This design comes from an exercise in tuning for small area, a short achievable clock period and few clock cycles per item on the open sky130 flow, not from production work.
Where RTL was checked, it was by simulation tests only, not by an equivalence proof against the original.
Function not checked in runs 2 to 6: the RTL went through the layout flow alone.

==> design.v <==
module SQRTLOG #(parameter NBITS = 20, M = 10, N = 10)
              (input logic clock, reset,
               input logic [1:0] op,
               input logic [NBITS-1:0] data_in,
               output logic done,
               output logic [NBITS-1:0] data_out);
  logic [16:0] w;
  logic [9:0]  f;
  logic [4:0]  ext;
  logic [16:0] r;
  assign f   = w[9:0];
  assign ext = w[14:10];
  assign r   = w;
  logic [1:0]  pr;      
  logic [1:0]  opr;     
  logic [3:0]  cnt;     
  logic [19:0] n16, n8, n4, n2, n1;
  logic [4:0]  lz;
  always_comb begin
    lz[4] = ~|data_in[19:4];
    n16   = lz[4] ? {data_in[3:0], 16'd0} : data_in;
    lz[3] = ~|n16[19:12];
    n8    = lz[3] ? {n16[11:0], 8'd0} : n16;
    lz[2] = ~|n8[19:16];
    n4    = lz[2] ? {n8[15:0], 4'd0} : n8;
    lz[1] = ~|n4[19:18];
    n2    = lz[1] ? {n4[17:0], 2'd0} : n4;
    lz[0] = ~n2[19];
    n1    = lz[0] ? {n2[18:0], 1'b0} : n2;
  end
  logic [9:0] f0;
  assign f0 = n1[18:9];                         
  logic [24:0] a0;
  logic [13:0] t308, t710;
  always_comb begin
    case (lz)
      5'd0: begin t308 = 14'h0ad4; t710 = 14'h18f6; end
      5'd1: begin t308 = 14'h09a0; t710 = 14'h1630; end
      5'd2: begin t308 = 14'h086c; t710 = 14'h136a; end
      5'd3: begin t308 = 14'h0738; t710 = 14'h10a4; end
      5'd4: begin t308 = 14'h0604; t710 = 14'h0dde; end
      5'd5: begin t308 = 14'h04d0; t710 = 14'h0b18; end
      5'd6: begin t308 = 14'h039c; t710 = 14'h0852; end
      5'd7: begin t308 = 14'h0268; t710 = 14'h058c; end
      5'd8: begin t308 = 14'h0134; t710 = 14'h02c6; end
      5'd9: begin t308 = 14'h0000; t710 = 14'h0000; end
      5'd10: begin t308 = 14'h3ecc; t710 = 14'h3d3a; end
      5'd11: begin t308 = 14'h3d98; t710 = 14'h3a74; end
      5'd12: begin t308 = 14'h3c64; t710 = 14'h37ae; end
      5'd13: begin t308 = 14'h3b30; t710 = 14'h34e8; end
      5'd14: begin t308 = 14'h39fc; t710 = 14'h3222; end
      5'd15: begin t308 = 14'h38c8; t710 = 14'h2f5c; end
      5'd16: begin t308 = 14'h3794; t710 = 14'h2c96; end
      5'd17: begin t308 = 14'h3660; t710 = 14'h29d0; end
      5'd18: begin t308 = 14'h352c; t710 = 14'h270a; end
      5'd19: begin t308 = 14'h33f8; t710 = 14'h2444; end
      default: begin t308 = 'x; t710 = 'x; end
    endcase
    case (op)
      2'd2:    a0 = {{11{t308[13]}}, t308};
      2'd3:    a0 = {{11{t710[13]}}, t710};
      default: a0 = {15'($signed(6'sd9 - $signed({1'b0, lz}))), 10'd0};
    endcase
  end
  logic        podd, nz;
  logic [3:0]  top4, cur2;
  logic [4:0]  pos;
  logic [3:0]  cnt_sq0;
  logic [16:0] r0;
  logic [19:0] q0;
  assign podd    = ~lz[0];
  assign nz      = n1[19];
  assign top4    = podd ? {1'b1, f0[9:7]} : {2'b01, f0[9:8]};
  assign cur2    = {top4[3:2] - 2'd1, top4[1:0]};
  assign pos     = 5'd19 - lz;
  assign cnt_sq0 = 4'd3 + {1'b0, pos[4:2], pos[1]};
  always_comb begin
    if (!nz) begin
      r0 = '0; q0 = '0;
    end else if (cur2 >= 4'd5) begin
      r0 = {13'd0, cur2 - 4'd5}; q0 = 20'd3;
    end else begin
      r0 = {13'd0, cur2}; q0 = 20'd2;
    end
  end
  logic [16:0] rn;
  logic        qb;
  assign rn = {r[14:0], pr} + {data_out[14:0] ^ {15{~r[16]}}, 2'b11};
  assign qb = ~rn[16];
  logic [1:0] prn;
  always_comb begin
    prn = 2'b00;
    for (int j = 5; j < 15; j++)
      if (cnt == 4'(j + 1)) prn = data_in[2*j-9 -: 2];
  end
  logic [11:0] s;
  logic        b;
  logic [9:0]  fn;
  sqstep u_sq (.f(f), .s(s));
  assign b  = s[11] | s[10];
  assign fn = b ? {s[11], s[9:1]} : s[9:0];
  logic [24:0] acc, a2, a2k, an;
  logic [9:0]  kk;
  logic [10:0] c;
  logic [10:10] ic;
  assign kk  = (opr == 2'd2) ? 10'd308 : (opr == 2'd3) ? 10'd710 : 10'd0;
  assign acc = {ext, data_out};
  assign a2  = {acc[23:0], 1'b0};
  always_comb begin
    c[0] = 1'b0;
    for (int i = 0; i < 10; i++) begin
      a2k[i] = a2[i] ^ kk[i] ^ c[i];
      c[i+1] = kk[i] ? (a2[i] | c[i]) : (a2[i] & c[i]);
    end
    ic[10] = c[10] | (opr == 2'd1);
    for (int i = 10; i < 25; i++)
      a2k[i] = a2[i] ^ (ic[10] & (&(a2[24:10] | (15'h7fff << (i - 10)))));
  end
  assign an = b ? a2k : a2;
  always_ff @(posedge clock) begin
    if (reset) begin
      done <= (op != 2'd0) && (f0 == 10'd0);
      pr   <= podd ? f0[6:5] : f0[7:6];
      opr  <= op;
      if (op == 2'd0) begin
        w        <= r0;
        data_out <= q0;
        cnt      <= cnt_sq0;
      end else begin
        w        <= {2'b00, a0[24:20], f0};
        data_out <= a0[19:0];
        cnt      <= 4'd9;
      end
    end else begin
      cnt <= cnt - 4'd1;
      pr  <= prn;
      if (opr == 2'd0)
        w <= rn;
      else
        w <= {2'b00, an[24:20], fn};
      if (!done) begin
        if (cnt == 4'd0) done <= 1'b1;
        if (opr == 2'd0)
          data_out <= {data_out[18:0], qb};
        else if (cnt == 4'd0)
          data_out <= {{5{an[24]}}, an[24:10]};
        else
          data_out <= an[19:0];
      end
    end
  end
endmodule
module sqstep (input logic [9:0] f, output logic [11:0] s);
  logic t1;
  logic t2;
  logic t3;
  logic t4;
  logic t5;
  logic t6;
  logic t7;
  logic t8;
  logic t9;
  logic t10;
  logic t11;
  logic t12;
  logic t13;
  logic t14;
  logic t15;
  logic t16;
  logic t17;
  logic t18;
  logic t19;
  logic t20;
  logic t21;
  logic t22;
  logic t23;
  logic t24;
  logic t25;
  logic t26;
  logic t27;
  logic t28;
  logic t29;
  logic t30;
  logic t31;
  logic t32;
  logic t33;
  logic t34;
  logic t35;
  logic t36;
  logic t37;
  logic t38;
  logic t39;
  logic t40;
  logic t41;
  logic t42;
  logic t43;
  logic t44;
  logic t45;
  logic t46;
  logic t47;
  logic t48;
  logic t49;
  logic t50;
  logic t51;
  logic t52;
  logic t53;
  logic t54;
  logic t55;
  logic t56;
  logic t57;
  logic t58;
  logic t59;
  logic t60;
  logic t61;
  logic t62;
  logic t63;
  logic t64;
  logic t65;
  logic t66;
  logic t67;
  logic t68;
  logic t69;
  logic t70;
  logic t71;
  logic t72;
  assign t1 = (f[0] & f[7]) ^ (f[1] & f[6]);
  assign t2 = (f[0] & f[7]) & (f[1] & f[6]);
  assign t3 = (f[0] & f[8]) ^ (f[1] & f[7]);
  assign t4 = (f[0] & f[8]) & (f[1] & f[7]);
  assign t5 = (f[0] & f[9]) ^ (f[1] & f[8]) ^ (f[2] & f[7]);
  assign t6 = ((f[0] & f[9]) & (f[1] & f[8])) | ((f[0] & f[9]) & (f[2] & f[7])) | ((f[1] & f[8]) & (f[2] & f[7]));
  assign t7 = (f[3] & f[6]) ^ (f[4] & f[5]);
  assign t8 = (f[3] & f[6]) & (f[4] & f[5]);
  assign t9 = f[0] ^ (f[1] & f[9]) ^ (f[2] & f[8]);
  assign t10 = (f[0] & (f[1] & f[9])) | (f[0] & (f[2] & f[8])) | ((f[1] & f[9]) & (f[2] & f[8]));
  assign t11 = (f[3] & f[7]) ^ (f[4] & f[6]);
  assign t12 = (f[3] & f[7]) & (f[4] & f[6]);
  assign t13 = f[1] ^ (f[2] & f[9]) ^ (f[3] & f[8]);
  assign t14 = (f[1] & (f[2] & f[9])) | (f[1] & (f[3] & f[8])) | ((f[2] & f[9]) & (f[3] & f[8]));
  assign t15 = (f[4] & f[7]) ^ (f[5] & f[6]) ^ f[6];
  assign t16 = ((f[4] & f[7]) & (f[5] & f[6])) | ((f[4] & f[7]) & f[6]) | ((f[5] & f[6]) & f[6]);
  assign t17 = f[2] ^ (f[3] & f[9]) ^ (f[4] & f[8]);
  assign t18 = (f[2] & (f[3] & f[9])) | (f[2] & (f[4] & f[8])) | ((f[3] & f[9]) & (f[4] & f[8]));
  assign t19 = f[3] ^ (f[4] & f[9]) ^ (f[5] & f[8]);
  assign t20 = (f[3] & (f[4] & f[9])) | (f[3] & (f[5] & f[8])) | ((f[4] & f[9]) & (f[5] & f[8]));
  assign t21 = (f[0] & f[5]) ^ (f[1] & f[4]);
  assign t22 = (f[0] & f[5]) & (f[1] & f[4]);
  assign t23 = (f[0] & f[6]) ^ (f[1] & f[5]);
  assign t24 = (f[0] & f[6]) & (f[1] & f[5]);
  assign t25 = t1 ^ (f[2] & f[5]) ^ (f[3] & f[4]);
  assign t26 = (t1 & (f[2] & f[5])) | (t1 & (f[3] & f[4])) | ((f[2] & f[5]) & (f[3] & f[4]));
  assign t27 = t3 ^ (f[2] & f[6]) ^ (f[3] & f[5]);
  assign t28 = (t3 & (f[2] & f[6])) | (t3 & (f[3] & f[5])) | ((f[2] & f[6]) & (f[3] & f[5]));
  assign t29 = t5 ^ t7 ^ f[5];
  assign t30 = (t5 & t7) | (t5 & f[5]) | (t7 & f[5]);
  assign t31 = t9 ^ t11 ^ t6;
  assign t32 = (t9 & t11) | (t9 & t6) | (t11 & t6);
  assign t33 = t13 ^ t15 ^ t10;
  assign t34 = (t13 & t15) | (t13 & t10) | (t15 & t10);
  assign t35 = t17 ^ (f[5] & f[7]) ^ t14;
  assign t36 = (t17 & (f[5] & f[7])) | (t17 & t14) | ((f[5] & f[7]) & t14);
  assign t37 = t19 ^ (f[6] & f[7]) ^ f[7];
  assign t38 = (t19 & (f[6] & f[7])) | (t19 & f[7]) | ((f[6] & f[7]) & f[7]);
  assign t39 = f[4] ^ (f[5] & f[9]) ^ (f[6] & f[8]);
  assign t40 = (f[4] & (f[5] & f[9])) | (f[4] & (f[6] & f[8])) | ((f[5] & f[9]) & (f[6] & f[8]));
  assign t41 = f[5] ^ (f[6] & f[9]) ^ (f[7] & f[8]);
  assign t42 = (f[5] & (f[6] & f[9])) | (f[5] & (f[7] & f[8])) | ((f[6] & f[9]) & (f[7] & f[8]));
  assign t43 = (f[0] & f[3]) ^ (f[1] & f[2]);
  assign t44 = (f[0] & f[3]) & (f[1] & f[2]);
  assign t45 = (f[0] & f[4]) ^ (f[1] & f[3]);
  assign t46 = (f[0] & f[4]) & (f[1] & f[3]);
  assign t47 = t21 ^ (f[2] & f[3]) ^ f[3];
  assign t48 = (t21 & (f[2] & f[3])) | (t21 & f[3]) | ((f[2] & f[3]) & f[3]);
  assign t49 = t23 ^ (f[2] & f[4]) ^ t22;
  assign t50 = (t23 & (f[2] & f[4])) | (t23 & t22) | ((f[2] & f[4]) & t22);
  assign t51 = t25 ^ f[4] ^ t24;
  assign t52 = (t25 & f[4]) | (t25 & t24) | (f[4] & t24);
  assign t53 = t27 ^ t2 ^ t26;
  assign t54 = (t27 & t2) | (t27 & t26) | (t2 & t26);
  assign t55 = t29 ^ t4 ^ t28;
  assign t56 = (t29 & t4) | (t29 & t28) | (t4 & t28);
  assign t57 = t31 ^ t8 ^ t30;
  assign t58 = (t31 & t8) | (t31 & t30) | (t8 & t30);
  assign t59 = t33 ^ t12 ^ t32;
  assign t60 = (t33 & t12) | (t33 & t32) | (t12 & t32);
  assign t61 = t35 ^ t16 ^ t34;
  assign t62 = (t35 & t16) | (t35 & t34) | (t16 & t34);
  assign t63 = t37 ^ t18 ^ t36;
  assign t64 = (t37 & t18) | (t37 & t36) | (t18 & t36);
  assign t65 = t39 ^ t20 ^ t38;
  assign t66 = (t39 & t20) | (t39 & t38) | (t20 & t38);
  assign t67 = t41 ^ f[8] ^ t40;
  assign t68 = (t41 & f[8]) | (t41 & t40) | (f[8] & t40);
  assign t69 = f[6] ^ (f[7] & f[9]) ^ t42;
  assign t70 = (f[6] & (f[7] & f[9])) | (f[6] & t42) | ((f[7] & f[9]) & t42);
  assign t71 = f[7] ^ (f[8] & f[9]) ^ f[9];
  assign t72 = (f[7] & (f[8] & f[9])) | (f[7] & f[9]) | ((f[8] & f[9]) & f[9]);
  logic [20:0] ra, rb;
  logic [21:0] sum;
  assign ra = {f[9], f[8], t71, t69, t67, t65, t63, t61, t59, t57, t55, t53, t51, t49, t47, t45, t43, (f[0] & f[2]), (f[0] & f[1]), 1'b0, f[0]};
  assign rb = {1'b0, t72, t70, t68, t66, t64, t62, t60, t58, t56, t54, t52, t50, t48, t46, t44, f[2], 1'b0, f[1], 1'b0, 1'b0};
  assign sum = ra + rb;
  assign s = sum[21:10];
endmodule
==> run.sh <==
#!/bin/bash
# synth_recipe.tcl (not shown) runs the flow's synth.tcl, then flattens the netlist and writes it again
# the make line also repeats each setting of config.mk as NAME=value (left out here)
make -C /OpenROAD-flow-scripts/flow DESIGN_CONFIG=/design/flow/config.mk WORK_HOME=/design/flow/orfs CLKGATE_MAP_FILE= SYNTH_SCRIPT=/design/flow/synth_recipe.tcl finish
==> config.mk <==
export PLATFORM = sky130hd
export DESIGN_NAME = SQRTLOG
export DESIGN_NICKNAME = SQRTLOG
export VERILOG_FILES = /design/flow/design.v
export SDC_FILE = /design/flow/constraint.sdc
export NUM_CORES = 4
export LEC_CHECK = 0
export CAP_MARGIN = 20
export CORE_MARGIN = 2
export CORE_UTILIZATION = 40
export SETUP_SLACK_MARGIN = 3
export SLEW_MARGIN = 20
==> constraint.sdc <==
create_clock -name core_clock -period 8.0 [get_ports {clock}]
set_input_delay 1.6000 -clock core_clock [delete_from_list [all_inputs] [get_ports {clock}]]
set_output_delay 1.6000 -clock core_clock [all_outputs]
set_load 0.01 [all_outputs]
==> results of run 1 <==
kinds of logic after synthesis:
family / Yosys count
buf+inv: 131
compound gates: 324
simple gates: 340
mux: 20
flops: 45
fa+ha+maj: 89
xor+xnor: 59
state kept, by name, indices dropped and copies added (netlist names):
register / count
cnt: 4
data_out: 20
done: 1
opr: 2
pr: 2
w: 16
repair_timing:
action,in CTS,in global routing
resized for setup,57,55
endpoints found under the setup margin,41,22
pin swaps,8,16
gates cloned,1,2
buffers inserted,18,16
hold endpoints to repair,0,0
layout by cell type, fill, tap and decap left out, types with 5 or more instances in the layout:
cell	n
a211oi_1	12
a21boi_0	5
a21o_1	14
a21oi_1	73
a221o_1	6
a31oi_1	12
and2_1	37
buf_4	40
clkbuf_16	6
clkdlybuf4s50_1	27
dfxtp_1	13
dfxtp_4	10
dlygate4sd2_1	13
edfxtp_1	22
fa_1	24
ha_1	55
ha_4	6
inv_1	44
mux2i_1	13
nand2_1	81
nand2b_1	12
nand3_1	31
nand4_1	13
nor2_1	77
nor2b_1	5
nor3_1	26
nor4_1	6
nor4_4	7
o211ai_1	16
o21a_1	10
o21ai_0	46
o21ai_1	7
o221ai_1	9
o22ai_1	13
o311a_1	5
o31ai_1	5
or4_4	5
xnor2_1	37
xor2_1	20
synthesized netlist by cell type, drive strengths merged (14+ instances only):
master and number:
a211oi 14, inv 49, ha 63, dfxtp 23
o211ai 17, nand2 82, fa 24, edfxtp 22
xnor2 37, a21oi 79, nand3 31, nor2 79
mux2i 15, o21ai 57, a21o 14, buf 36
and2 39, clkbuf 45, nor3 30, xor2 22
layer usage:
metal	GRT usage, %	wire, µm
met5	0	0
met1	35.9	12000
met2	39.9	11700
met4	7.53	788
met3	3.70	1820
path summary, 6_finish.rpt:
check | to | slack [ns] | cells after the start
setup reg to reg | data_out[18] | 3.13 | 15
hold reg to reg | cnt[0] | 0.54 | 1
hold / removal | cnt[0] | 0.54 | 1
setup / recovery | data_out[18] | 3.09 | 13
through the flow:
stage                     cells  area [µm²]  hold slack, ns
after CTS                  1267        8630           0.552
after detailed placement   1240        8190           0.541
after global routing       1285        9040           0.573
final                      1285        9040           0.544
after floorplan            1008        7770           0.488
after global placement     1240        8190           0.537
cell type report:
type	instances	area (µm²)	area share, %
Clock buffer	5	125	1.38
Clock inverter	3	21.3	0.235
Inverter	50	203	2.24
Multi-Input combinational cell	834	6420	70.9
Sequential cell	45	1160	12.8
Tap cell	260	325	3.60
Timing Repair Buffer	88	796	8.80
==> results_dict.tcl, run 1 <==
set metrics [dict create \
    outcome "timing/DRC/antenna clean" \
    timing.final.ws_setup_ns 3.09 \
    maxSlewHeadroom_pct 28.8 \
    grt_pass1_wl_mm 41.5 \
    gr-total-overflow 0 \
    finClkSkew_ns 0.0113 \
    io_pins 45 \
    rsz0062_at_grt "true" \
    area_delta_synth_final_pct 16.4 \
    dp_slack_ns 1.31 \
    cpPeakStageDelay_ns 0.69 \
    netlist.area_leader.share_pct 10.1 \
    gp_congestion 0.954 \
    period_minus_slack_ns 4.91 \
    totalNegativeSetupSlack_ns 0 \
    synth_seq_area_share_pct 14.4 \
    drive_above_1_share_pct 14.4 \
    syn_nets 1119 \
    hp-start "cnt[0]" \
    rows 50 \
    synth_compound_area_share_pct 28.9 \
    antenna_left 0 \
    required_ns 8.07 \
    synth_top_cell_by_area "ha_1" \
    core_area_um2 18900 \
    yosys_warnings 1 \
    routed_wl_mm 26.3 \
    cp.arrival_ns 4.98 \
    path_delay_family "compound AO/OA/AOI/OAI gates" \
    hold_class "flop to flop" \
    synth.area.top_cells "ha_1 (10%), edfxtp_1 (8.5%), fa_1 (6.2%)" \
    n_antenna_cell 0 \
    dieArea_um2 20500 \
    fin_nets 1135 \
    synthMuxAreaShare_pct 2.92 \
    cap_violations 0 \
    grt_max_degree 41 \
    routed-via-count 8058 \
    numCtsBuffers 5 \
    synth_seq_cells 45 \
    io_buffer_count 44 \
    crit_buf_inv 3 \
    endpoint_kind "flop" \
    critical_path.slowest_cell "nor3_1" \
    synth_xor_area_share_pct 6.65 \
    fill_cells 1904 \
    cts_tree "built" \
    critical_path_class "input port to flop" \
    clkTransAtPathRegs_ns 0.07 \
    fmaxAchievable_mhz 204 \
    dp_hpwl_mm 18.6 \
    vias_per_cell 6.27 \
    synth_top_family_by_area "compound AO/OA/AOI/OAI gates" \
    antenna_found_initial 0 \
    clk-insertion-delay-late_ns 0.31 \
    drv_slew 0 \
    htree_levels 2 \
    setup_viol 0 \
    synth_flop_cell "dfxtp_1" \
    drc 0 \
    first_pass_iters 5 \
    startpoint_type "input port" \
    finalCritPeriodShare_pct 61.3 \
    hold_viol_final 0 \
    start_util_pct 41.1 \
    r2r_start "w[1]" \
    async_flop_share_pct 0 \
    drt_iter0_markers 710 \
    tightest_slew_ns 1.06 \
    synth_cell_types 99 \
    die_x_um 143 \
    synthAdderAreaFrac_pct 16.6 \
    die_height_um 143 \
    yosys.area_share.simple_pct 22.7 \
    utilization_pct 47.9 \
    synthCells 1008 \
    worstPathCellList "dlygate4sd2_1 -> nor3_1 -> o211ai_1 -> a2111o_1 -> and3_4 -> inv_4 -> ha_1 -> inv_1 -> ha_1 -> a21oi_2 -> a21oi_4 -> a21oi_4 -> a21bo_1" \
    postCtsHoldBufs 0 \
    grt_use_total_pct 25.3 \
    critPathLaunch "data_in[16]" \
    synth-edff-count 22 \
    path_max_fanout 10 \
    grt_pass1_vias 7543 \
    synth.avg_cell_area_um2 7.71 \
    drt-wirelength-per-cell_um 20.5 \
    cts_root_buffer "clkbuf_16" \
    clock_path_buffers 2 \
    synth_area_um2 7770 \
    clock_sinks 45 \
]
Testbench counts, summed over its fixed seeds: cycles 19,259, ops 1,920.
==> run 2, diff against run 1 <==
--- a/design.v
+++ b/design.v
@@ -32,2 +32,8 @@
   assign f0 = n1[18:9];                         
+  logic [4:0] lzp;
+  always_comb begin
+    lzp = 5'd31;
+    for (int i = 0; i < 20; i++)
+      if (data_in[i]) lzp = 5'(19 - i);
+  end
   logic [24:0] a0;
@@ -35,3 +41,3 @@
   always_comb begin
-    case (lz)
+    case (lzp)
       5'd0: begin t308 = 14'h0ad4; t710 = 14'h18f6; end
@@ -61,8 +67,8 @@
       2'd3:    a0 = {{11{t710[13]}}, t710};
-      default: a0 = {15'($signed(6'sd9 - $signed({1'b0, lz}))), 10'd0};
+      default: a0 = {15'($signed(6'sd9 - $signed({1'b0, lzp}))), 10'd0};
     endcase
   end
-  logic        podd, nz;
+  logic [21:0] dx;
   logic [3:0]  top4, cur2;
-  logic [4:0]  pos;
+  logic [1:0]  pr0;
   logic [3:0]  cnt_sq0;
@@ -70,8 +76,15 @@
   logic [19:0] q0;
-  assign podd    = ~lz[0];
-  assign nz      = n1[19];
-  assign top4    = podd ? {1'b1, f0[9:7]} : {2'b01, f0[9:8]};
-  assign cur2    = {top4[3:2] - 2'd1, top4[1:0]};
-  assign pos     = 5'd19 - lz;
-  assign cnt_sq0 = 4'd3 + {1'b0, pos[4:2], pos[1]};
+  logic        nz;
+  assign dx = {data_in, 2'b00};                 
+  always_comb begin
+    top4 = '0; pr0 = '0; cnt_sq0 = 4'd3;
+    for (int k = 0; k < 10; k++)
+      if (data_in[2*k+1 -: 2] != 2'b00) begin
+        top4    = dx[2*k+3 -: 4];
+        pr0     = (k >= 2) ? dx[2*k-1 -: 2] : 2'b00;
+        cnt_sq0 = 4'(3 + k);
+      end
+  end
+  assign nz   = |data_in;
+  assign cur2 = {top4[3:2] - 2'd1, top4[1:0]};
   always_comb begin
@@ -122,3 +135,3 @@
       done <= (op != 2'd0) && (f0 == 10'd0);
-      pr   <= podd ? f0[6:5] : f0[7:6];
+      pr   <= pr0;
       opr  <= op;
==> run 2 against run 1 <==
  * Cell area fell by 0.22%
  * Largest cell class unchanged
  * Still clean on timing, DRC and antenna
  * Non-clock buffer count fell by 21
  * Fmax fell by 0.23%
  * First-iteration DRC count rose by 4.9%
  * Core utilization fell by 3.1 points
  * Critical endpoint is now data_out[19]
==> results_dict.tcl, run 2 <==
set metrics [dict create \
    synth_cell_types 84 \
    critical_path_class "flop to flop" \
    netlist.area_leader.share_pct 9.19 \
    largest_reg_flops 20 \
    hold_ws_ns 0.604 \
    path_max_fanout 12 \
    grt_pass1_vias 7951 \
    synth-edff-count 22 \
    drive_above_1_share_pct 9.17 \
    fmaxAchievable_mhz 203 \
    grt_use_total_pct 25.6 \
    top_register "data_out" \
    cp.arrival_ns 4.97 \
    clock_sinks 45 \
    layout.cells.non_filler 1361 \
    endpoint_kind "flop" \
    synth_seq_cells 45 \
    synth_top_cell_by_area "ha_1" \
    hold_end "done" \
    finalCritPeriodShare_pct 61.5 \
    cap_violations 0 \
    synth_area_um2 8170 \
    min_path_cells 2 \
    dp_cells 1337 \
    fill_cells 2091 \
    r2r_start "w[9]" \
    yosys_warnings 1 \
    die_height_um 147 \
    htree_levels 2 \
    hold_class "flop to flop" \
    first_pass_iters 5 \
    final_common_cell "nand2_1" \
    rsz0062_at_grt "true" \
    rr_endpoint "data_out[19]" \
    grt_max_degree 44 \
    gp_congestion 0.974 \
    tightest_slew_ns 1.02 \
    syn_nets 1227 \
    synth_flop_cell "dfxtp_1" \
    drc 0 \
    rows 52 \
    drt_iter0_markers 745 \
    outcome "timing/DRC/antenna clean" \
    synth.avg_cell_area_um2 7.30 \
    antenna_left 0 \
    clkTransAtPathRegs_ns 0.07 \
    synth_seq_area_share_pct 13.7 \
    clk-insertion-delay-late_ns 0.30 \
    finClkSkew_ns 0.0110 \
    reg2reg_slack_ns 3.08 \
    synthTopCellsByCount "nand2_1 (102), a21oi_1 (92), nor2_1 (88), o21ai_0 (80), clkbuf_1 (62)" \
    hp-start "done" \
    layout_common_cells "nand2_1 (101), a21oi_1 (92), nor2_1 (84)" \
    clock_path_buffers 2 \
    area_delta_synth_final_pct 10.5 \
    startpoint_type "flop" \
    utilization_pct 44.7 \
    setup_viol 0 \
    io_buffer_count 44 \
    synthCells 1119 \
    regArea_um2 1150 \
    cts_tree "built" \
    multi_input_area_um2 6500 \
    grt_pass1_wl_mm 44.5 \
    cts_root_buffer "clkbuf_16" \
    die_x_um 147 \
    dieArea_um2 21600 \
    reg_top3 "data_out (20), w (16), cnt (4)" \
    gr-total-overflow 0 \
    yosysMostFrequentCell "nand2_1" \
    vias_per_cell 6.33 \
    fin_nets 1198 \
    io_pins 45 \
    maxSlewHeadroom_pct 31.7 \
    drv_slew 0 \
    n_antenna_cell 0 \
    synth.area.top_cells "ha_1 (9.2%), edfxtp_1 (8.1%), fa_1 (5.9%)" \
    required_ns 8.05 \
    start_util_pct 40.5 \
    period_minus_slack_ns 4.92 \
    totalNegativeSetupSlack_ns 0 \
    numCtsBuffers 5 \
    routed-via-count 8610 \
    dp_hpwl_mm 20.6 \
    postCtsHoldBufs 0 \
    async_flop_share_pct 0 \
    hold_viol_final 0 \
    core_area_um2 20200 \
    antenna_found_initial 0 \
    drt-wirelength-per-cell_um 20.9 \
    reg2regPathDepth 16 \
    routed_wl_mm 28.4 \
]
run 2: cell count changes in the layout (fill, tap and decap cells not counted), moves of 10 or more:
cell	previous run	this run
o21ai_0	46	80
nand2_1	81	101
a21oi_1	73	92
buf_4	40	22
dlygate4sd2_1	13	0
inv_1	44	56
or3_1	3	15
and3_1	4	14
clkdlybuf4s50_1	27	37
run 2: stage by stage:
| stage | instance area [µm²] | setup WS (ns) |
|---|---|---|
| 6_report | 9020 | 3.08 |
| 5_1_grt | 9020 | 2.88 |
| 4_1_cts | 8780 | 2.91 |
| 3_5_place_dp | 8510 | 2.05 |
| 3_3_place_gp | 8510 | 2.17 |
| 2_1_floorplan | 8170 | 3.23 |
run 2: logic make-up after synthesis:
family                   synth area share [%]
adder cells (fa/ha/maj)                  15.1
multiplexers                             3.40
AO/OA/AOI/OAI                            29.1
AND/OR/NAND/NOR                          23.7
flip-flops                               13.7
XOR/XNOR                                 6.11
buffers and inverters                    8.91
run 2: cell type report:
cell class                      instances  area share, %
Sequential cell                        45           12.8
Tap cell                              270           3.74
Clock inverter                          3          0.485
Inverter                               58           2.44
Timing Repair Buffer                   67           7.13
Multi-Input combinational cell        913           72.1
Clock buffer                            5           1.39
run 2: repair_timing:
action                                  4_1_cts  5_1_grt
setup buffers                                 0       14
gates resized for setup                      31       28
pin swaps                                     3        7
endpoints found under the setup margin       33       25
cloned                                        1        1
run 2: metal layers:
metal	up-vias	GRT usage, %	wire, µm
li1	3997	-	-
met1	4139	36.2	12600
met5	-	0	0
met3	56	3.51	2380
met2	418	40.9	12800
met4	0	7.31	641
run 2: worst max-delay path, stage by stage, from the launching register on:
cell and delay [ns]:
dfxtp_4 0.39, buf_4 0.15, and2_1 0.14, fa_1 0.49, inv_1 0.05, fa_1 0.48
inv_1 0.05, fa_1 0.44, ha_1 0.41, nand2_1 0.08, o21a_1 0.25, a311oi_4 0.49
o211ai_1 0.29, xor2_2 0.35, and2_4 0.21, o21ai_0 0.09, a211o_1 0.32
run 2: how the worst max path moves through the flow:
stage / startpoint / to / slack (ns) / depth (start not counted)
6_report: w[9] / data_out[19] / 3.08 / 16
5_1_grt: data_in[9] / data_out[8] / 2.88 / 12
4_1_cts: data_in[2] / data_out[8] / 2.91 / 14
3_5_place_dp: data_in[2] / data_out[8] / 2.05 / 14
3_3_place_gp: data_in[4] / data_out[8] / 2.17 / 13
2_1_floorplan: data_in[5] / data_out[8] / 3.23 / 17
==> run 3, diff against run 2 <==
--- a/config.mk
+++ b/config.mk
@@ -10,3 +10,3 @@
 export CORE_UTILIZATION = 40
-export SETUP_SLACK_MARGIN = 3
+export SETUP_SLACK_MARGIN = 3.5
 export SLEW_MARGIN = 20
==> run 3 against run 2 <==
  * Cell count rose by 3.7%
  * Synthesized area did not move
  * Die area did not move
  * Sequential share of layout area decreased by 0.97 points
  * Clock skew is 0.0070 ns lower
  * Flip-flop and latch count stayed put
  * Fmax increased by 6.3%
==> results_dict.tcl, run 3 <==
set metrics [dict create \
    drt-wirelength-per-cell_um 20.9 \
    rr_endpoint "data_out[11]" \
    synth.area.top_cells "ha_1 (9.2%), edfxtp_1 (8.1%), fa_1 (5.9%)" \
    min_path_cells 3 \
    largest_reg_flops 20 \
    die_x_um 147 \
    io_buffer_count 44 \
    clk-insertion-delay-late_ns 0.30 \
    setup_viol 0 \
    multi_input_area_um2 6910 \
    finalCritPeriodShare_pct 57.8 \
    io_pins 45 \
    core_area_um2 20200 \
    cts_root_buffer "clkbuf_16" \
    period_minus_slack_ns 4.62 \
    cap_violations 0 \
    hp-start "pr[0]" \
    async_flop_share_pct 0 \
    synth.avg_cell_area_um2 7.30 \
    synthCells 1119 \
    cp.arrival_ns 4.68 \
    synth_seq_cells 45 \
    critical_path_class "flop to flop" \
    rows 52 \
    fill_cells 1990 \
    clkTransAtPathRegs_ns 0.07 \
    final_common_cell "nand2_1" \
    utilization_pct 48.8 \
    fin_nets 1248 \
    cts_tree "built" \
    finClkSkew_ns 0.00400 \
    drt_iter0_markers 838 \
    drc 0 \
    wl_met2_mm 13.7 \
    yosys_warnings 1 \
    maxSlewHeadroom_pct 31.2 \
    routed-via-count 8871 \
    first_pass_iters 8 \
    die_height_um 147 \
    grt_use_total_pct 26.4 \
    clock_sinks 45 \
    rsz0062_at_grt "true" \
    synth_seq_area_share_pct 13.7 \
    outcome "timing/DRC/antenna clean" \
    reg2regPathDepth 16 \
    regArea_um2 1160 \
    syn_nets 1227 \
    totalNegativeSetupSlack_ns 0 \
    netlist.area_leader.share_pct 9.19 \
    endpoint_kind "flop" \
    synth_area_um2 8170 \
    clock_path_buffers 2 \
    routed_wl_mm 29.4 \
    yosysMostFrequentCell "nand2_1" \
    grt_max_degree 44 \
    start_util_pct 40.5 \
    startpoint_type "flop" \
    top_register "data_out" \
    wl_met3_mm 2.42 \
    area_delta_synth_final_pct 20.4 \
    htree_levels 2 \
    reg_top3 "data_out (20), w (16), cnt (4)" \
    fmaxAchievable_mhz 216 \
    wl_met1_mm 12.6 \
    layout.cells.non_filler 1411 \
    layout_common_cells "nand2_1 (97), a21oi_1 (85), nor2_1 (74)" \
    timing.final.ws_setup_ns 3.38 \
    dieArea_um2 21600 \
    hold_viol_final 0 \
    tightest_slew_ns 1.03 \
    synthTopCellsByCount "nand2_1 (102), a21oi_1 (92), nor2_1 (88), o21ai_0 (80), clkbuf_1 (62)" \
    r2r_start "w[2]" \
    dp_hpwl_mm 20.1 \
    synth_top_cell_by_area "ha_1" \
    synth-edff-count 22 \
    dp_slack_ns 2.12 \
    vias_per_cell 6.29 \
    gp_congestion 0.977 \
    hold_end "w[0]" \
    reg2reg_slack_ns 3.38 \
    drive_above_1_share_pct 19.6 \
    synth_cell_types 84 \
    gr-total-overflow 0 \
    drv_slew 0 \
    grt_pass1_vias 8278 \
    required_ns 8.06 \
    grt_pass1_wl_mm 45.9 \
    numCtsBuffers 5 \
    top_layer "met4" \
    n_antenna_cell 0 \
    antenna_left 0 \
    hold_class "flop to flop" \
    path_max_fanout 5 \
    synth_flop_cell "dfxtp_1" \
    dp_cells 1335 \
    antenna_found_initial 0 \
]
-- run 3: area by class of cell --
class | count | area share, %
clock buffer | 6 | 1.41
clock inverter | 2 | 0.140
inverter | 58 | 2.32
multi-input combinational | 914 | 70.3
sequential | 45 | 11.8
tap | 270 | 3.44
timing repair buffer | 116 | 10.7
-- run 3: layer usage --
metal / up-vias / GRT usage [%]
met2: 456 / 42.1
met4: 0 / 6.88
li1: 4100 / -
met1: 4249 / 37.3
met5: - / 0
met3: 66 / 4.22
-- run 3: what timing repair did --
item | 4_1_cts | 5_1_grt
setup endpoints to repair | 36 | 32
setup buffers | 43 | 20
hold buffers | 0 | 0
gates resized for setup | 94 | 87
gates cloned | 3 | 2
pin swaps | 29 | 44
-- run 3: cells by family after synthesis --
group	Yosys count	synth area share, %
compound gates	360	29.1
xor+xnor	57	6.11
fa+ha+maj	84	15.1
buf+inv	163	8.91
flops	45	13.7
mux	27	3.40
simple gates	383	23.7
-- run 3: how the worst max path moves through the flow --
| stage | from | endpoint | slack [ns] | depth (start not counted) |
|---|---|---|---|---|
| floorplan | w[8] | data_out[11] | 3.50 | 19 |
| global placement | data_in[2] | data_out[8] | 2.27 | 14 |
| detailed placement | data_in[2] | data_out[8] | 2.12 | 14 |
| CTS | w[3] | data_out[15] | 3.49 | 16 |
| global route | w[1] | data_out[15] | 3.18 | 15 |
| finish | w[2] | data_out[11] | 3.38 | 16 |
-- run 3: per-stage QoR --
stage,hold slack [ns],area [µm²]
3_5_place_dp,0.589,8510
5_1_grt,0.643,9830
4_1_cts,0.612,9350
2_1_floorplan,0.552,8240
6_report,0.611,9830
3_3_place_gp,0.591,8510
-- run 3: critical path, stage by stage, from the launching register on --
cell      delay (ns)
dfxtp_4         0.39
buf_6           0.11
nand2_4         0.04
fa_2            0.53
inv_2           0.05
fa_1            0.49
fa_1            0.55
ha_4            0.32
a21oi_2         0.05
o21a_2          0.24
a311oi_4        0.39
buf_12          0.16
or2_4           0.16
nand4_1         0.12
xor2_1          0.40
nand2_1         0.13
a32o_1          0.24
==> run 4, diff against run 3 <==
--- a/config.mk
+++ b/config.mk
@@ -9,4 +9,5 @@
 export CORE_MARGIN = 2
-export CORE_UTILIZATION = 40
-export SETUP_SLACK_MARGIN = 3.5
+export CORE_UTILIZATION = 70
+export PLACE_DENSITY = 0.8
+export SETUP_SLACK_MARGIN = 3
 export SLEW_MARGIN = 20
==> run 4 against run 3 <==
  * Critical path depth down 6
  * Cell area is 11% lower
  * Register-to-register slack got worse by 0.30 ns
  * Flip-flop and latch count unchanged
  * Critical endpoint unchanged
==> results_dict.tcl, run 4 <==
set metrics [dict create \
    dp_slack_ns 2.21 \
    io_buffer_count 44 \
    area_delta_synth_final_pct 6.72 \
    rsz0062_at_grt "true" \
    layout.cells.non_filler 1229 \
    async_flop_share_pct 0 \
    reg2reg_slack_ns 3.08 \
    netlist.area_leader.share_pct 9.19 \
    reg2regPathDepth 16 \
    timing.final.ws_setup_ns 3.07 \
    final_common_cell "nand2_1" \
    top_register "data_out" \
    die_x_um 112 \
    totalNegativeSetupSlack_ns 0 \
    maxSlewHeadroom_pct 24.7 \
    drc 0 \
    syn_nets 1227 \
    startpoint_type "input port" \
    routed-via-count 8638 \
    hold_class "flop to flop" \
    fmaxAchievable_mhz 203 \
    n_antenna_cell 0 \
    antenna_found_initial 0 \
    routed_wl_mm 25.4 \
    cts_root_buffer "clkbuf_16" \
    synth_area_um2 8170 \
    hp-start "pr[0]" \
    setup_viol 0 \
    rr_endpoint "data_out[14]" \
    gp_congestion 0.964 \
    cts_tree "built" \
    clock_path_buffers 2 \
    drt-wirelength-per-cell_um 20.7 \
    met1_usage_pct 53.5 \
    yosys_warnings 1 \
    synthCells 1119 \
    met3_usage_pct 12.5 \
    dieArea_um2 12600 \
    finalInstanceArea_um2 8720 \
    clkTransAtPathRegs_ns 0.07 \
    io_pins 45 \
    met2_usage_pct 59.1 \
    core_area_um2 11400 \
    drv_slew 0 \
    finClkSkew_ns 0.00471 \
    synth_seq_cells 45 \
    die_height_um 112 \
    synth_top_cell_by_area "ha_1" \
    fin_nets 1193 \
    outcome "timing/DRC/antenna clean" \
    rows 39 \
    hold_viol_final 0 \
    hold_end "w[0]" \
    synthTopCellsByCount "nand2_1 (102), a21oi_1 (92), nor2_1 (88), o21ai_0 (80), clkbuf_1 (62)" \
    grt_max_degree 44 \
    drive_above_1_share_pct 8.29 \
    synth_seq_area_share_pct 13.7 \
    first_pass_iters 8 \
    endpoint_kind "flop" \
    reg_top3 "data_out (20), w (16), cnt (4)" \
    vias_per_cell 7.03 \
    grt_pass1_vias 7759 \
    gr-total-overflow 0 \
    finalCritPeriodShare_pct 61.6 \
    clk-insertion-delay-late_ns 0.30 \
    critical_path_class "input port to flop" \
    clock_sinks 45 \
    path_max_fanout 35 \
    cp.arrival_ns 4.99 \
    critPathLaunch "data_in[3]" \
    hold_ws_ns 0.598 \
    synth.avg_cell_area_um2 7.30 \
    synth.area.top_cells "ha_1 (9.2%), edfxtp_1 (8.1%), fa_1 (5.9%)" \
    required_ns 8.06 \
    dp_hpwl_mm 18.2 \
    synth_flop_cell "dfxtp_1" \
    drt_iter0_markers 1311 \
    synth_cell_types 84 \
    layout_common_cells "nand2_1 (101), a21oi_1 (92), nor2_1 (86)" \
    yosysMostFrequentCell "nand2_1" \
    htree_levels 2 \
    placed_area_um2 8340 \
    cap_violations 0 \
    dp_cells 1208 \
    antenna_left 0 \
    r2r_start "w[3]" \
    grt_use_total_pct 39.5 \
    numCtsBuffers 5 \
    start_util_pct 71.5 \
    min_path_cells 3 \
    largest_reg_flops 20 \
    period_minus_slack_ns 4.93 \
    grt_pass1_wl_mm 40.1 \
    synth-edff-count 22 \
    tightest_slew_ns 1.12 \
    grt_busiest_layer "met2" \
]
-- run 4: cell counts after synthesis --
No cell type changed its count.
-- run 4: how the worst max path moves through the flow --
stage | slack (ns) | depth (start not counted) | end
4_1_cts | 3.01 | 16 | data_out[10]
3_3_place_gp | 2.28 | 14 | data_out[8]
6_report | 3.07 | 10 | data_out[11]
5_1_grt | 2.97 | 16 | data_out[14]
2_1_floorplan | 3.23 | 17 | data_out[8]
3_5_place_dp | 2.21 | 14 | data_out[8]
-- run 4: cells by family (layout without fill, tap and decap cells) --
| group | count (synthesis) | count (layout) | share of synthesized area, % |
|---|---|---|---|
| compound gates | 360 | 360 | 29.1 |
| xor+xnor | 57 | 57 | 6.11 |
| fa+ha+maj | 84 | 84 | 15.1 |
| buf+inv | 163 | 128 | 8.91 |
| flops | 45 | 45 | 13.7 |
| mux | 27 | 27 | 3.40 |
| simple gates | 383 | 385 | 23.7 |
-- run 4: final cells by class --
cell class / instances / area [µm²]
clock buffers: 5 / 125
clock inverters: 3 / 21.3
fillers: 903 / 2700
inverters: 58 / 220
multi-input cells: 913 / 6450
flip-flops and latches: 45 / 1140
well taps: 143 / 179
repair buffers: 62 / 582
-- run 4: metal layers --
layer / share of wire (%) / up-vias
li1: - / 3989
met1: 40 / 3944
met2: 43 / 592
met3: 13 / 113
met4: 4.2 / 0
met5: 0 / -
-- run 4: through the flow --
stage	utilization (%)
floorplan	-
global placement	73.0
detailed placement	73.0
CTS	74.8
global route	76.4
finish	76.4
-- run 4: worst max-delay path, cell delays in order --
cell and delay [ns]:
clkdlybuf4s50_1 0.62, or4_4 0.66, a21boi_1 0.16, o21a_2 0.42, inv_4 0.25, a211oi_4 0.40
a211oi_1 0.12, o21ai_0 0.16, o311ai_0 0.22, a32o_1 0.34
-- run 4: what timing repair did --
item,CTS,global route
pin swaps,1,6
buffers inserted,2,9
hold buffers,0,0
setup endpoints to repair,27,32
cloned,0,2
resized for setup,18,26
==> run 5, diff against run 4 <==
--- a/design.v
+++ b/design.v
@@ -13,3 +13,3 @@
   assign r   = w;
-  logic [1:0]  pr;      
+  logic [3:0]  pr;      
   logic [1:0]  opr;     
@@ -70,5 +70,7 @@
   end
-  logic [21:0] dx;
-  logic [3:0]  top4, cur2;
-  logic [1:0]  pr0;
+  logic [25:0] dx;
+  logic [7:0]  win;
+  logic        kodd;
+  logic [3:0]  cur2;
+  logic [3:0]  pr0;
   logic [3:0]  cnt_sq0;
@@ -77,10 +79,10 @@
   logic        nz;
-  assign dx = {data_in, 2'b00};                 
+  assign dx = {data_in, 6'b00};                 
   always_comb begin
-    top4 = '0; pr0 = '0; cnt_sq0 = 4'd3;
+    win = '0; kodd = 1'b0; cnt_sq0 = 4'd1;
     for (int k = 0; k < 10; k++)
       if (data_in[2*k+1 -: 2] != 2'b00) begin
-        top4    = dx[2*k+3 -: 4];
-        pr0     = (k >= 2) ? dx[2*k-1 -: 2] : 2'b00;
-        cnt_sq0 = 4'(3 + k);
+        win     = dx[2*k+7 -: 8];                 
+        kodd    = k[0];
+        cnt_sq0 = 4'((k + 2 + k % 2) / 2);
       end
@@ -88,3 +90,4 @@
   assign nz   = |data_in;
-  assign cur2 = {top4[3:2] - 2'd1, top4[1:0]};
+  assign cur2 = {win[7:6] - 2'd1, win[5:4]};
+  assign pr0  = kodd ? win[5:2] : win[3:0];
   always_comb begin
@@ -92,2 +95,4 @@
       r0 = '0; q0 = '0;
+    end else if (kodd) begin
+      r0 = {15'd0, win[7:6] - 2'd1}; q0 = 20'd1;
     end else if (cur2 >= 4'd5) begin
@@ -98,11 +103,20 @@
   end
-  logic [16:0] rn;
-  logic        qb;
-  assign rn = {r[14:0], pr} + {data_out[14:0] ^ {15{~r[16]}}, 2'b11};
-  assign qb = ~rn[16];
-  logic [1:0] prn;
-  always_comb begin
-    prn = 2'b00;
-    for (int j = 5; j < 15; j++)
-      if (cnt == 4'(j + 1)) prn = data_in[2*j-9 -: 2];
+  function automatic logic [16:0] nrstep(input logic [16:0] rr, input logic [1:0] pair,
+                                         input logic [14:0] q);
+    nrstep = {rr[14:0], pair} + {q ^ {15{~rr[16]}}, 2'b11};
+  endfunction
+  logic [16:0] r1, r2;
+  logic        qb1, qb2;
+  assign r1  = nrstep(r, pr[3:2], data_out[14:0]);
+  assign qb1 = ~r1[16];
+  assign r2  = nrstep(r1, pr[1:0], {data_out[13:0], qb1});
+  assign qb2 = ~r2[16];
+  logic [3:0] prn;
+  always_comb begin
+    prn = 4'b0000;
+    for (int c = 1; c < 8; c++)
+      if (cnt == 4'(c)) begin
+        if (2*c - 1 >= 5) prn[3:2] = data_in[2*(2*c-1)-9 -: 2];
+        if (2*c - 2 >= 5) prn[1:0] = data_in[2*(2*c-2)-9 -: 2];
+      end
   end
@@ -150,3 +164,3 @@
       if (opr == 2'd0)
-        w <= rn;
+        w <= r2;
       else
@@ -156,3 +170,3 @@
         if (opr == 2'd0)
-          data_out <= {data_out[18:0], qb};
+          data_out <= {data_out[17:0], qb1, qb2};
         else if (cnt == 4'd0)
--- a/config.mk
+++ b/config.mk
@@ -9,4 +9,3 @@
 export CORE_MARGIN = 2
-export CORE_UTILIZATION = 70
-export PLACE_DENSITY = 0.8
+export CORE_UTILIZATION = 40
 export SETUP_SLACK_MARGIN = 3
==> run 5 against run 4 <==
  * Sequential share of layout area fell by 1.2 points
  * Synthesized cell count up 9.1%
  * Fmax down 6.1%
  * Setup slack worse by 0.32 ns
  * Via count rose by 6.6%
  * Critical path depth up 13
  * Hold slack better by 0.028 ns
  * Largest cell class unchanged
==> results_dict.tcl, run 5 <==
set metrics [dict create \
    first_pass_iters 6 \
    finalCritPeriodShare_pct 65.6 \
    reg2reg_slack_ns 2.76 \
    synth_cell_types 84 \
    hold_viol_final 0 \
    synthTopCellsByCount "nand2_1 (120), a21oi_1 (100), nor2_1 (100), o21ai_0 (80), ha_1 (74)" \
    hold_class "flop to flop" \
    synth_area_um2 8900 \
    die_x_um 153 \
    start_util_pct 40.8 \
    rows 54 \
    outcome "timing/DRC/antenna clean" \
    gp_congestion 0.888 \
    cts_root_buffer "clkbuf_16" \
    totalNegativeSetupSlack_ns 0 \
    antenna_found_initial 1 \
    rr_endpoint "data_out[0]" \
    grt_use_total_pct 24.3 \
    grt_max_degree 28 \
    layout_common_cells "nand2_1 (120), a21oi_1 (95), nor2_1 (94)" \
    htree_levels 2 \
    postCtsHoldBufs 0 \
    io_buffer_count 44 \
    reg2regPathDepth 23 \
    dieArea_um2 23500 \
    top_register "data_out" \
    cpPeakStageDelay_ns 0.54 \
    maxSlewHeadroom_pct 33.3 \
    endpoint_kind "flop" \
    critical_path.slowest_cell "or4_4" \
    critPathLaunch "data_out[0]" \
    multi_input_area_um2 7200 \
    finClkSkew_ns 0.00711 \
    cts_tree "built" \
    routed-via-count 9212 \
    finalInstanceArea_um2 10000 \
    placed_area_um2 9250 \
    drv_slew 0 \
    cp.arrival_ns 5.29 \
    largest_reg_flops 20 \
    io_pins 45 \
    grt_pass1_wl_mm 46.5 \
    clk-insertion-delay-late_ns 0.30 \
    reg_top3 "data_out (20), w (16)" \
    routed_wl_mm 29.8 \
    numCtsBuffers 5 \
    clock_path_buffers 2 \
    vias_per_cell 6.17 \
    startpoint_type "flop" \
    required_ns 8.05 \
    drive_above_1_share_pct 12.2 \
    synth-edff-count 22 \
    worstPathCellList "xnor2_1 -> ha_1 -> nor2b_4 -> o31a_1 -> o31a_1 -> o21ai_2 -> a31oi_2 -> o21ai_2 -> o21ai_2 -> xnor2_2 -> buf_6 -> xnor2_2 -> ha_1 -> or4_4 -> o21ai_2 -> a31oi_2 -> a41o_1 -> a221o_1 -> a21o_1 -> a21oi_2 -> xnor2_1 -> xnor2_1 -> a221o_1" \
    setup_viol 0 \
    drt_iter0_markers 913 \
    synth.area.top_cells "ha_1 (10%), edfxtp_1 (7.4%), xnor2_1 (6.1%)" \
    regArea_um2 1190 \
    yosysMostFrequentCell "nand2_1" \
    fill_cells 2230 \
    cap_violations 0 \
    synth_seq_cells 47 \
    utilization_pct 45.8 \
    core_area_um2 21800 \
    critPathCapture "data_out[0]" \
    r2r_start "data_out[0]" \
    n_antenna_cell 0 \
    yosys_warnings 1 \
    period_minus_slack_ns 5.24 \
    synth_top_cell_by_area "ha_1" \
    async_flop_share_pct 0 \
    crit_top_cell "o21ai_2" \
    area_delta_synth_final_pct 12.4 \
    rsz0062_at_grt "true" \
    synth_seq_area_share_pct 13.0 \
    tightest_slew_ns 0.998 \
    dp_hpwl_mm 21.3 \
    grt_pass1_vias 8359 \
    syn_nets 1343 \
    drc 0 \
    synthCells 1221 \
    final_common_cell "nand2_1" \
    clkTransAtPathRegs_ns 0.07 \
    drt-wirelength-per-cell_um 19.9 \
    path_max_fanout 6 \
    netlist.area_leader.share_pct 10.4 \
    die_height_um 153 \
    synth_flop_cell "dfxtp_1" \
    clock_sinks 47 \
    gr-total-overflow 0 \
    synth.avg_cell_area_um2 7.29 \
    critical_path_class "flop to flop" \
    antenna_left 0 \
    fmaxAchievable_mhz 191 \
    fin_nets 1334 \
]
==> run 5: changes by cell type after synthesis, moves of 7 or more <==
cell / delta
or3_1: -8
xor2_1: +15
xnor2_1: +23
nand2_1: +18
nor2_1: +12
o211ai_1: +10
mux2i_1: -8
a21oi_1: +8
ha_1: +14
nor3_1: +7
nand3_1: -9
==> run 5: metal layers <==
layer  share of wire, %  GRT usage, %  vias up
li1                   -             -     4380
met1                 46          35.1     4400
met2                 45          38.6      385
met3                7.4          3.20       45
met4                1.9          5.11        2
met5              0.027             0        -
==> run 5: stage by stage <==
step	worst slack, ns	hold WS, ns	cells
after global routing	2.50	0.636	1493
after floorplan	2.74	0.574	1221
after CTS	2.77	0.621	1470
final	2.76	0.626	1493
after global placement	2.14	0.601	1443
after detailed placement	2.07	0.602	1443
==> run 5: worst min path at each step <==
| stage | from | to | slack (ns) | cells past startpoint |
|---|---|---|---|---|
| 3_3_place_gp | pr[0] | w[0] | 0.60 | 2 |
| 2_1_floorplan | pr[0] | w[0] | 0.57 | 2 |
| 4_1_cts | done | done | 0.62 | 2 |
| 6_report | done | done | 0.63 | 2 |
| 5_1_grt | done | done | 0.64 | 2 |
| 3_5_place_dp | done | done | 0.60 | 2 |
==> run 5: worst max-delay path: cells and delay by family (launching register included) <==
kind / cells / cell delay [ns]
adders and majority gates: 2 / 0.60
buffers and inverters: 1 / 0.14
DFF: 1 / 0.44
xor gates and xnor gates: 5 / 0.69
AOI/OAI and AO/OA: 13 / 2.42
and+or+nand+nor: 2 / 0.67
==> run 5: cell families after synthesis <==
family,share of synthesized area [%]
AO/OA/AOI/OAI,30.1
AND/OR/NAND/NOR,20.7
buffers and inverters,8.73
adder cells (fa/ha/maj),16.0
XOR/XNOR,9.53
flip-flops,13.0
multiplexers,1.84
==> run 5: layout make-up <==
cell class | instances | area share [%]
clock buffers | 5 | 1.25
multi-input cells | 1000 | 72.0
repair buffers | 95 | 8.69
flip-flops and latches | 47 | 11.9
inverters | 62 | 2.39
repair inverters | 1 | 0.0750
well taps | 280 | 3.50
clock inverters | 3 | 0.150
==> run 5: what timing repair did <==
item                       4_1_cts  5_1_grt
pin swaps                        5        9
gates resized for setup         43       42
setup endpoints to repair       36       29
cloned                           1        2
buffers inserted                18       21
==> run 6, diff against run 5 <==
--- a/design.v
+++ b/design.v
@@ -7,9 +7,3 @@
   logic [16:0] w;
-  logic [9:0]  f;
-  logic [4:0]  ext;
-  logic [16:0] r;
-  assign f   = w[9:0];
-  assign ext = w[14:10];
-  assign r   = w;
-  logic [3:0]  pr;      
+  logic [1:0]  pr;      
   logic [1:0]  opr;     
@@ -32,8 +26,2 @@
   assign f0 = n1[18:9];                         
-  logic [4:0] lzp;
-  always_comb begin
-    lzp = 5'd31;
-    for (int i = 0; i < 20; i++)
-      if (data_in[i]) lzp = 5'(19 - i);
-  end
   logic [24:0] a0;
@@ -41,3 +29,3 @@
   always_comb begin
-    case (lzp)
+    case (lz)
       5'd0: begin t308 = 14'h0ad4; t710 = 14'h18f6; end
@@ -67,10 +55,8 @@
       2'd3:    a0 = {{11{t710[13]}}, t710};
-      default: a0 = {15'($signed(6'sd9 - $signed({1'b0, lzp}))), 10'd0};
+      default: a0 = {15'($signed(6'sd9 - $signed({1'b0, lz}))), 10'd0};
     endcase
   end
-  logic [25:0] dx;
-  logic [7:0]  win;
-  logic        kodd;
-  logic [3:0]  cur2;
-  logic [3:0]  pr0;
+  logic        podd, nz;
+  logic [3:0]  top4, cur2;
+  logic [4:0]  pos;
   logic [3:0]  cnt_sq0;
@@ -78,16 +64,8 @@
   logic [19:0] q0;
-  logic        nz;
-  assign dx = {data_in, 6'b00};                 
-  always_comb begin
-    win = '0; kodd = 1'b0; cnt_sq0 = 4'd1;
-    for (int k = 0; k < 10; k++)
-      if (data_in[2*k+1 -: 2] != 2'b00) begin
-        win     = dx[2*k+7 -: 8];                 
-        kodd    = k[0];
-        cnt_sq0 = 4'((k + 2 + k % 2) / 2);
-      end
-  end
-  assign nz   = |data_in;
-  assign cur2 = {win[7:6] - 2'd1, win[5:4]};
-  assign pr0  = kodd ? win[5:2] : win[3:0];
+  assign podd    = ~lz[0];
+  assign nz      = n1[19];
+  assign top4    = podd ? {1'b1, f0[9:7]} : {2'b01, f0[9:8]};
+  assign cur2    = {top4[3:2] - 2'd1, top4[1:0]};
+  assign pos     = 5'd19 - lz;
+  assign cnt_sq0 = 4'd3 + {1'b0, pos[4:2], pos[1]};
   always_comb begin
@@ -95,4 +73,2 @@
       r0 = '0; q0 = '0;
-    end else if (kodd) begin
-      r0 = {15'd0, win[7:6] - 2'd1}; q0 = 20'd1;
     end else if (cur2 >= 4'd5) begin
@@ -103,20 +79,11 @@
   end
-  function automatic logic [16:0] nrstep(input logic [16:0] rr, input logic [1:0] pair,
-                                         input logic [14:0] q);
-    nrstep = {rr[14:0], pair} + {q ^ {15{~rr[16]}}, 2'b11};
-  endfunction
-  logic [16:0] r1, r2;
-  logic        qb1, qb2;
-  assign r1  = nrstep(r, pr[3:2], data_out[14:0]);
-  assign qb1 = ~r1[16];
-  assign r2  = nrstep(r1, pr[1:0], {data_out[13:0], qb1});
-  assign qb2 = ~r2[16];
-  logic [3:0] prn;
-  always_comb begin
-    prn = 4'b0000;
-    for (int c = 1; c < 8; c++)
-      if (cnt == 4'(c)) begin
-        if (2*c - 1 >= 5) prn[3:2] = data_in[2*(2*c-1)-9 -: 2];
-        if (2*c - 2 >= 5) prn[1:0] = data_in[2*(2*c-2)-9 -: 2];
-      end
+  logic [16:0] rn;
+  logic        qb;
+  assign rn = {w[14:0], pr} + {data_out[14:0] ^ {15{~w[16]}}, 2'b11};
+  assign qb = ~rn[16];
+  logic [1:0] prn;
+  always_comb begin
+    prn = 2'b00;
+    for (int j = 5; j < 15; j++)
+      if (cnt == 4'(j + 1)) prn = data_in[2*j-9 -: 2];
   end
@@ -124,13 +91,10 @@
   logic        b;
-  logic [9:0]  fn;
-  sqstep u_sq (.f(f), .s(s));
-  assign b  = s[11] | s[10];
-  assign fn = b ? {s[11], s[9:1]} : s[9:0];
-  logic [24:0] acc, a2, a2k, an;
+  sqstep u_sq (.f(w[9:0]), .s(s));
+  assign b = s[11] | s[10];
+  logic [24:0] a2, a2k;
   logic [9:0]  kk;
   logic [10:0] c;
-  logic [10:10] ic;
-  assign kk  = (opr == 2'd2) ? 10'd308 : (opr == 2'd3) ? 10'd710 : 10'd0;
-  assign acc = {ext, data_out};
-  assign a2  = {acc[23:0], 1'b0};
+  logic        ci;
+  assign kk = (opr == 2'd2) ? 10'd308 : (opr == 2'd3) ? 10'd710 : 10'd0;
+  assign a2 = {w[13:10], data_out, 1'b0};
   always_comb begin
@@ -141,21 +105,46 @@
     end
-    ic[10] = c[10] | (opr == 2'd1);
+    ci = c[10] | (opr == 2'd1);
     for (int i = 10; i < 25; i++)
-      a2k[i] = a2[i] ^ (ic[10] & (&(a2[24:10] | (15'h7fff << (i - 10)))));
+      a2k[i] = a2[i] ^ (ci & (&(a2[24:10] | (15'h7fff << (i - 10)))));
   end
-  assign an = b ? a2k : a2;
-  always_ff @(posedge clock) begin
+  logic [19:0] d0, d1;
+  logic [16:0] w0, w1;
+  always_comb begin
     if (reset) begin
-      done <= (op != 2'd0) && (f0 == 10'd0);
-      pr   <= pr0;
-      opr  <= op;
       if (op == 2'd0) begin
-        w        <= r0;
-        data_out <= q0;
-        cnt      <= cnt_sq0;
+        w0 = r0;
+        d0 = q0;
       end else begin
-        w        <= {2'b00, a0[24:20], f0};
-        data_out <= a0[19:0];
-        cnt      <= 4'd9;
+        w0 = {2'b00, a0[24:20], f0};
+        d0 = a0[19:0];
       end
+      w1 = w0; d1 = d0;
+    end else if (opr == 2'd0) begin
+      w0 = rn;
+      w1 = rn;
+      d0 = done ? data_out : {data_out[18:0], qb};
+      d1 = d0;
+    end else begin
+      w0 = {2'b00, a2[24:20],  s[9:0]};
+      w1 = {2'b00, a2k[24:20], s[11], s[9:1]};
+      if (done) begin
+        d0 = data_out;
+        d1 = data_out;
+      end else if (cnt == 4'd0) begin
+        d0 = {{5{a2[24]}}, a2[24:10]};
+        d1 = {{5{a2k[24]}}, a2k[24:10]};
+      end else begin
+        d0 = a2[19:0];
+        d1 = a2k[19:0];
+      end
+    end
+  end
+  always_ff @(posedge clock) begin
+    w        <= b ? w1 : w0;
+    data_out <= b ? d1 : d0;
+    if (reset) begin
+      done <= (op != 2'd0) && (f0 == 10'd0);
+      pr   <= podd ? f0[6:5] : f0[7:6];
+      opr  <= op;
+      cnt  <= (op == 2'd0) ? cnt_sq0 : 4'd9;
     end else begin
@@ -163,15 +152,3 @@
       pr  <= prn;
-      if (opr == 2'd0)
-        w <= r2;
-      else
-        w <= {2'b00, an[24:20], fn};
-      if (!done) begin
-        if (cnt == 4'd0) done <= 1'b1;
-        if (opr == 2'd0)
-          data_out <= {data_out[17:0], qb1, qb2};
-        else if (cnt == 4'd0)
-          data_out <= {{5{an[24]}}, an[24:10]};
-        else
-          data_out <= an[19:0];
-      end
+      if (cnt == 4'd0) done <= 1'b1;
     end
--- a/config.mk
+++ b/config.mk
@@ -10,3 +10,3 @@
 export CORE_UTILIZATION = 40
-export SETUP_SLACK_MARGIN = 3
+export SETUP_SLACK_MARGIN = 4
 export SLEW_MARGIN = 20
==> run 6 against run 5 <==
  * Highest routed layer is now met4
  * Still clean
  * Global-route usage is 3.3 points higher
  * Flip-flop and latch count is 2 lower
  * Clock skew hardly changed
  * Die area is 8.2% lower
==> results_dict.tcl, run 6 <==
set metrics [dict create \
    outcome "timing/DRC/antenna clean" \
    drt_iter0_markers 1133 \
    yosys_warnings 1 \
    io_pins 45 \
    finalInstanceArea_um2 11100 \
    clkTransAtPathRegs_ns 0.08 \
    synth_seq_area_share_pct 13.9 \
    die_x_um 147 \
    layout_common_cells "buf_4 (99), nand2_1 (90), nor2_1 (86)" \
    clock_path_buffers 2 \
    fmaxAchievable_mhz 211 \
    core_area_um2 20100 \
    synth_area_um2 8150 \
    wl_met1_mm 12.7 \
    dieArea_um2 21500 \
    die_height_um 147 \
    routed-via-count 9244 \
    rsz0062_at_grt "true" \
    cp.arrival_ns 4.93 \
    gp_congestion 0.927 \
    top_register "data_out" \
    finalCritPeriodShare_pct 59.3 \
    synth.area.top_cells "ha_1 (9.2%), edfxtp_1 (8.5%), fa_1 (5.9%)" \
    cts_tree "built" \
    vias_per_cell 6.36 \
    period_minus_slack_ns 4.75 \
    first_pass_iters 6 \
    tightest_slew_ns 0.916 \
    startpoint_type "input port" \
    grt_pass1_vias 8568 \
    drive_above_1_share_pct 30.8 \
    maxSlewHeadroom_pct 38.8 \
    hold_class "flop to flop" \
    htree_levels 2 \
    synth_flop_cell "edfxtp_1" \
    top_layer "met4" \
    cts_root_buffer "clkbuf_16" \
    critical_path_class "input port to flop" \
    wl_met2_mm 14.0 \
    netlist.area_leader.share_pct 9.21 \
    reg_top3 "data_out (20), w (16), cnt (4)" \
    io_buffer_count 44 \
    synth_seq_cells 45 \
    finClkSkew_ns 0.00746 \
    synth.avg_cell_area_um2 7.52 \
    synth_top_cell_by_area "ha_1" \
    numCtsBuffers 5 \
    routed_wl_mm 31.3 \
    async_flop_share_pct 0 \
    synth_cell_types 93 \
    synth-edff-count 23 \
    grt_max_degree 32 \
    hold_viol_final 0 \
    placed_area_um2 8650 \
    wl_met3_mm 3.01 \
    drt-wirelength-per-cell_um 21.6 \
    antenna_left 0 \
    final_common_cell "buf_4" \
    yosysMostFrequentCell "nor2_1" \
    required_ns 8.18 \
    n_antenna_cell 0 \
    fin_nets 1290 \
    area_delta_synth_final_pct 36.7 \
    synthTopCellsByCount "nor2_1 (100), nand2_1 (94), a21oi_1 (79), ha_1 (60), clkbuf_1 (58)" \
    dp_hpwl_mm 20.4 \
    start_util_pct 40.5 \
    gr-total-overflow 0 \
    drc 0 \
    totalNegativeSetupSlack_ns 0 \
    grt_use_total_pct 27.6 \
    clk-insertion-delay-late_ns 0.31 \
    setup_viol 0 \
    largest_reg_flops 20 \
    rows 52 \
    endpoint_kind "flop" \
    clock_sinks 45 \
    drv_slew 0 \
    synthCells 1084 \
    path_max_fanout 6 \
    antenna_found_initial 0 \
    syn_nets 1192 \
    cap_violations 0 \
    grt_pass1_wl_mm 47.5 \
]
## run 6: cell count changes in the layout (fill, tap and decap cells not counted), sizes merged, moves of 10 or more
cell          change
buf             +104
o21ai            -31
nand2            -25
a21oi            -23
ha               -14
xor2             -14
inv              -12
mux2i            +12
dlymetal6s2s     -10
nand2b           +10
## run 6: final cells by class
cell class | instances | area [µm²]
tap | 270 | 338
clock buffer | 6 | 139
fill | 1736 | 8960
multi-input combinational | 895 | 7490
timing repair buffer | 186 | 1780
inverter | 49 | 199
clock inverter | 2 | 36.3
sequential | 45 | 1170
## run 6: cell families (layout without fill, tap and decap cells)
group                      count (synthesis)  after routing  share of synthesized area (%)
and+or+nand+nor                          390            392                           24.4
AOI/OAI and AO/OA                        312            312                           26.3
buffers and inverters                    146            243                           8.17
adders and majority gates                 85             85                           15.2
xor gates and xnor gates                  73             73                           7.84
DFF                                       45             45                           13.9
muxes                                     33             33                           4.18
## run 6: metal layers
| layer | vias to the layer above | GRT usage, % |
|---|---|---|
| li1 | 4146 | - |
| met1 | 4382 | 36.7 |
| met2 | 588 | 44.5 |
| met3 | 128 | 5.53 |
| met4 | 0 | 10.1 |
| met5 | - | 0 |
## run 6: critical path, cell delays in order
cell      delay [ns]
buf_8           0.09
or4_4           0.57
nor4_4          0.32
buf_6           0.14
a221o_2         0.21
nor4_4          0.04
buf_4           0.17
nor3_4          0.13
and2_4          0.26
mux2i_4         0.28
a221o_1         0.22
inv_2           0.08
ha_4            0.16
nor2b_4         0.13
a41oi_4         0.26
xnor2_1         0.16
o211ai_1        0.10
## run 6: stage by stage
stage / hold slack, ns / utilization (%) / worst slack [ns] / cells
floorplan: 0.550 / - / 3.03 / 1084
global placement: 0.599 / 43.0 / 1.73 / 1311
detailed placement: 0.608 / 43.0 / 1.62 / 1311
CTS: 0.625 / 51.6 / 3.32 / 1419
global route: 0.635 / 55.4 / 3.18 / 1453
finish: 0.618 / 55.4 / 3.25 / 1453
## run 6: timing repair
action,4_1_cts,5_1_grt
endpoints found under the setup margin,42,41
resized for setup,255,121
cloned,6,1
pin swaps,80,81
hold buffers,0,0
buffers inserted,94,33
## run 6: worst paths after layout
path,startpoint,to,slack (ns),depth (start not counted)
setup / recovery,data_in[12],w[0],3.25,17
setup reg to reg,w[8],data_out[8],3.30,16
hold reg to reg,cnt[0],cnt[0],0.62,2
hold / removal,cnt[0],cnt[0],0.62,2

==> afterwards: timing with drivers on the ports <==
The flow's constraints put no driver on any port. The routed layouts listed below were extracted and timed again, unchanged, in two steps. Step 1 (the two cells are an assumption about what drives the block):
set clk [get_ports {clock}]
set_driving_cell -lib_cell sky130_fd_sc_hd__clkbuf_16 $clk
set_driving_cell -lib_cell sky130_fd_sc_hd__buf_2 [delete_from_list [all_inputs] $clk]
Step 2 moves the port delays by t, midway between the first and last clock arrival at a register: inputs arrive t later, outputs are due t later. That takes back most of the time a late clock gives input paths. a / b / c = ideal / step 1 / step 2; a / b = the first two.
| run | shift t [ns] | setup slack, ns | hold WS [ns] | worst slew at a driven data input, ns |
|---|---|---|---|---|
| run 1 | 0.344 | 3.094 / 3.115 / 2.772 | 0.544 / 0.544 / 0.544 | 0.03 |
| run 2 | 0.337 | 3.083 / 3.083 / 2.813 | 0.604 / 0.604 / 0.604 | 0.04 |
| run 3 | 0.345 | 3.376 / 3.376 / 3.231 | 0.611 / 0.611 / 0.611 | 0.04 |
| run 4 | 0.347 | 3.073 / 3.079 / 2.750 | 0.598 / 0.598 / 0.598 | 0.03 |
| run 5 | 0.339 | 2.755 / 2.755 / 2.755 | 0.626 / 0.626 / 0.626 | 0.03 |
| run 6 | 0.350 | 3.253 / 3.259 / 2.908 | 0.618 / 0.618 / 0.618 | 0.05 |
After both steps setup and hold are still met in every run listed. For run 6, which loses most, drivers alone change the setup slack by +0.006 ns; drivers and shift together by -0.345 ns.
